What follows belongs to an exercise in optimizing a design on an open flow for small area and a short achievable clock period; a production flow would make more cautious choices.
The RTL was checked by simulation tests, not by an equivalence proof against the original design.

run A:
## fir_n
module fir_n(x_in, y_out, b, clk, ena, rst);
input  wire [31:0]  x_in;
output wire [31:0]  y_out;
input  wire [127:0] b;
input  wire         clk;
input  wire         ena;
input  wire         rst;
wire [16:0] k;
wire [31:0] x_rec;
assign k[0] = 1'b0;
genvar gi;
generate for (gi = 0; gi < 16; gi = gi + 1) begin : rec
  assign x_rec[2*gi]   = x_in[2*gi] ^ k[gi];
  assign x_rec[2*gi+1] = x_in[2*gi+1] ^ (x_in[2*gi] & k[gi]);
  assign k[gi+1]       = x_in[2*gi+1] & (x_in[2*gi] | k[gi]);
end endgenerate
logic [31:0] s0, s1, s2, s3;
always_ff @(posedge clk, posedge rst) begin
  if (rst) begin
    s0 <= '0; s1 <= '0; s2 <= '0; s3 <= '0;
  end else if (ena) begin
    s0 <= x_rec; s1 <= s0; s2 <= s1; s3 <= s2;
  end
end
wire [31:0] c0 = b[31:0];
wire [31:0] cn0;
generate for (gi = 0; gi < 32; gi = gi + 1) begin : cinv0
  cninv_c u (.a(c0[gi]), .y(cn0[gi]));
end endgenerate
wire [15:0] p1_0, p2_0, n1_0;
wire [15:0] nn_0;
generate for (gi = 0; gi < 16; gi = gi + 1) begin : dec0
  dec_cell u (.a(s0[2*gi+1]), .b(s0[2*gi]), .p1(p1_0[gi]), .p2(p2_0[gi]), .n1(n1_0[gi]), .nn(nn_0[gi]));
end endgenerate
wire [31:0] q0_0;
pp0_cell uq0_0_0 (.n1(n1_0[0]), .c(c0[0]), .p1(p1_0[0]), .cn(cn0[0]), .p2(p2_0[0]), .q(q0_0[0]));
pp_cell uq0_0_1 (.p1(n1_0[0]), .c(c0[1]), .n1(p1_0[0]), .cn(cn0[1]), .p2(p2_0[0]), .cm(cn0[0]), .q(q0_0[1]));
pp_cell uq0_0_2 (.p1(n1_0[0]), .c(c0[2]), .n1(p1_0[0]), .cn(cn0[2]), .p2(p2_0[0]), .cm(cn0[1]), .q(q0_0[2]));
pp_cell uq0_0_3 (.p1(n1_0[0]), .c(c0[3]), .n1(p1_0[0]), .cn(cn0[3]), .p2(p2_0[0]), .cm(cn0[2]), .q(q0_0[3]));
pp_cell uq0_0_4 (.p1(n1_0[0]), .c(c0[4]), .n1(p1_0[0]), .cn(cn0[4]), .p2(p2_0[0]), .cm(cn0[3]), .q(q0_0[4]));
pp_cell uq0_0_5 (.p1(n1_0[0]), .c(c0[5]), .n1(p1_0[0]), .cn(cn0[5]), .p2(p2_0[0]), .cm(cn0[4]), .q(q0_0[5]));
pp_cell uq0_0_6 (.p1(n1_0[0]), .c(c0[6]), .n1(p1_0[0]), .cn(cn0[6]), .p2(p2_0[0]), .cm(cn0[5]), .q(q0_0[6]));
  ...
==> flow/config.mk <==
export PLATFORM = sky130hd
export DESIGN_NAME = fir_n
export DESIGN_NICKNAME = fir_n
export VERILOG_FILES = /design/flow/design.v
export SDC_FILE = /design/flow/constraint.sdc
export NUM_CORES = 4
export LEC_CHECK = 0
export ABC_AREA = 1
export CAP_MARGIN = 20
export CELL_PAD_IN_SITES_DETAIL_PLACEMENT = 1
export CELL_PAD_IN_SITES_GLOBAL_PLACEMENT = 2
export CORE_MARGIN = 2
export CORE_UTILIZATION = 30
export CTS_BUF_LIST = sky130_fd_sc_hd__clkbuf_4 sky130_fd_sc_hd__clkbuf_8
export CTS_CLUSTER_DIAMETER = 100
export CTS_CLUSTER_SIZE = 30
export PLACE_DENSITY = 0.45
export SETUP_SLACK_MARGIN = 2.6
export SLEW_MARGIN = 20
export SYNTH_HIERARCHICAL = 1
export SYNTH_MINIMUM_KEEP_SIZE = 0
==> flow/constraint.sdc <==
create_clock -name core_clock -period 16.0 [get_ports {clk}]
set_input_delay 3.2000 -clock core_clock [delete_from_list [all_inputs] [get_ports {clk}]]
set_output_delay 3.2000 -clock core_clock [all_outputs]
set_load 0.01 [all_outputs]
standard.sh (not shown) runs the stock make flow with config.mk's settings and CLKGATE_MAP_FILE= SYNTH_SCRIPT=/design/flow/synth_recipe.tcl, a recipe that flattens the netlist after the stock synthesis.
==> flow/flow/run.sh <==
#!/bin/bash
# Own flow: the standard layout (standard.sh) with three changes.
#  1. fir_n.sv's one-cell helper modules are tied to the library cells they
#     describe (fa_cell -> fa_1, pp_cell -> a222oi_1, pp2_cell -> a22oi_1),
#     see flow/cellmap.py; ABC does not find a222oi on its own.
#  2. The port buffers are buf_4 cells instead of buffer_ports' default pick
#     (clkdlybuf4s50_1, a clock delay cell: slower and twice the area).
#  3. The standard synthesis runs first, and the flip-flops of ours are
#     checked against it (same names and cell types).
# Every tool's output goes to a log file of its own in this folder.
set -euo pipefail
W=$(pwd)
R=orfs/results/sky130hd/fir_n/base

bash standard.sh synth > std_synth.log 2>&1
cp $R/1_2_yosys.v std_1_2_yosys.v
rm -rf orfs

python3 flow/cellmap.py design.v design_mapped.v > cellmap.log 2>&1
export BUFFER_PORTS_ARGS="-buffer_cell sky130_fd_sc_hd__buf_4"
bash standard.sh synth VERILOG_FILES=$W/design_mapped.v > synth.log 2>&1
python3 flow/regcheck.py std_1_2_yosys.v $R/1_2_yosys.v > regcheck.log 2>&1
bash standard.sh finish VERILOG_FILES=$W/design_mapped.v > standard.log 2>&1
Other scripts of this flow, unchanged in this note and not shown: flow/flow/cellmap.py, flow/flow/regcheck.py
Run A finished every step from synthesis to the final layout, and the layout passed the timing, DRC and antenna checks.
The following lists how run B was set up differently from run A:
Settings: SETUP_SLACK_MARGIN: 2.6 -> unset.
==> run notes <==
Run A and run B ended up with roughly the same share of cell area taken by flip-flops and latches. Signal arrival time at the worst endpoint on run B is up relative to run A.
For run C, these inputs were changed with respect to run B:
Settings: setting SETUP_SLACK_MARGIN to 3.1 for the first time.
Findings:
Run C against run B: wire length of the first global-routing pass climbed 1.7 mm, number of non-filler instances in the completed layout rose 24, inserted tap cell count level.
Between run C and run B, it is run C whose aggregate global-route resource usage is higher, by 0.18 points.
Post-layout net count in run C is 27 higher than in run B
The final reports for run C and run B show fraction of layout cells with a size suffix above 1 higher in the former.
Any difference in register-to-register path setup slack between run B and run C is small enough to ignore.
NOTE: wire length in run C exceeds that of run B
Relative to run B, the smallest setup slack after layout of run C is higher by 0.94 ns.
Changes in run D relative to run C:
Settings: SETUP_SLACK_MARGIN: 3.1 -> 2.8.
diff --git a/flow/flow/run.sh b/flow/flow/run.sh
--- a/flow/flow/run.sh
+++ b/flow/flow/run.sh
@@ -6 +6 @@
-#  2. The port buffers are buf_4 cells instead of buffer_ports' default pick
+#  2. The port buffers are buf_2 cells instead of buffer_ports' default pick
@@ -20 +20 @@
-export BUFFER_PORTS_ARGS="-buffer_cell sky130_fd_sc_hd__buf_4"
+export BUFFER_PORTS_ARGS="-buffer_cell sky130_fd_sc_hd__buf_2"
[summary]
Relative max-transition margin deteriorates in run D relative to run C. Compared with run C, run D shows a setup slack that is 0.35 ns lower. Run D vs. run C: share of the final layout cell area in multi-input gates increased by 1.1 points relative to the old numbers, ratio of cells with drive above 1 in the final layout decreased by 2.5 points relative to the old numbers, met3 track utilization from global routing decreased by 0.21 points relative to the old numbers.
Relative to run D, the following input files were edited for run E:
Settings: CTS_CLUSTER_SIZE: 30 -> unset; SETUP_SLACK_MARGIN: 2.8 -> 2.6; CTS_CLUSTER_DIAMETER: 100 -> unset; CTS_BUF_LIST: sky130_fd_sc_hd__clkbuf_4 sky130_fd_sc_hd__clkbuf_8 -> unset.
diff --git a/flow/flow/run.sh b/flow/flow/run.sh
--- a/flow/flow/run.sh
+++ b/flow/flow/run.sh
@@ -6 +6 @@
-#  2. The port buffers are buf_2 cells instead of buffer_ports' default pick
+#  2. The port buffers are buf_4 cells instead of buffer_ports' default pick
@@ -20 +20 @@
-export BUFFER_PORTS_ARGS="-buffer_cell sky130_fd_sc_hd__buf_2"
+export BUFFER_PORTS_ARGS="-buffer_cell sky130_fd_sc_hd__buf_4"
### Flow results
Summary of run E over run D: clock slew seen by the registers of the worst setup and hold paths moved down, multi-input logic area now smaller, net count reported at finish barely changed, clock period minus worst slack fell 0.10 ns, share of the clock period used by the worst path lower. Diff run D -> run E: share of cell area taken by multi-input logic gates went down by 0.98 points.
The inputs of run F differ from those of run E as listed below.
Settings: a deleted SETUP_SLACK_MARGIN that had been 2.6.
### Flow results
- Diff run E -> run F: global routing met2 resource utilization held, clock insertion delay at the later pin of the skew report stayed essentially flat.
- ~same count of clock-buffer cells in the layout in run F and run E

==> separate check: timing with driven ports <==
How much do the figures lean on ideal ports? The routed layouts below were timed once more, with nothing changed but the port constraints. Step 1, drivers: a clkbuf_16 drives clk and a buf_2 each remaining input, both assumed. Step 2 also shifts input and output timing later by t, the mid clock arrival at the registers, as if the neighbouring blocks saw the same clock. a / b / c = no drivers / after step 1 / after step 2; a / b = the first two.
| run | t (ns) | setup slack, ns | worst hold slack (ns) | worst register clock-pin slew, ns | cell pins on the clock port's net |
|---|---|---|---|---|---|
| run A | 0.582 | 2.586 / 2.558 / 2.558 | 0.547 / 0.547 / 0.547 | 0.09 / 0.09 | 1 |
| run B | 0.582 | 1.889 / 1.861 / 1.861 | 0.551 / 0.551 / 0.551 | 0.09 / 0.09 | 1 |
| run C | 0.587 | 2.829 / 2.772 / 2.772 | 0.543 / 0.543 / 0.543 | 0.09 / 0.09 | 1 |
| run D | 0.568 | 2.482 / 2.412 / 2.412 | 0.546 / 0.546 / 0.546 | 0.08 / 0.08 | 1 |
| run E | 0.556 | 2.585 / 2.540 / 2.540 | 0.547 / 0.547 / 0.547 | 0.06 / 0.06 | 1 |
| run F | 0.558 | 1.884 / 1.856 / 1.856 | 0.545 / 0.545 / 0.545 | 0.06 / 0.06 | 1 |
After both steps setup and hold are still met in every run listed. The setup slack of run D, which loses most, moves by -0.070 ns with the drivers and by -0.070 ns with both steps.
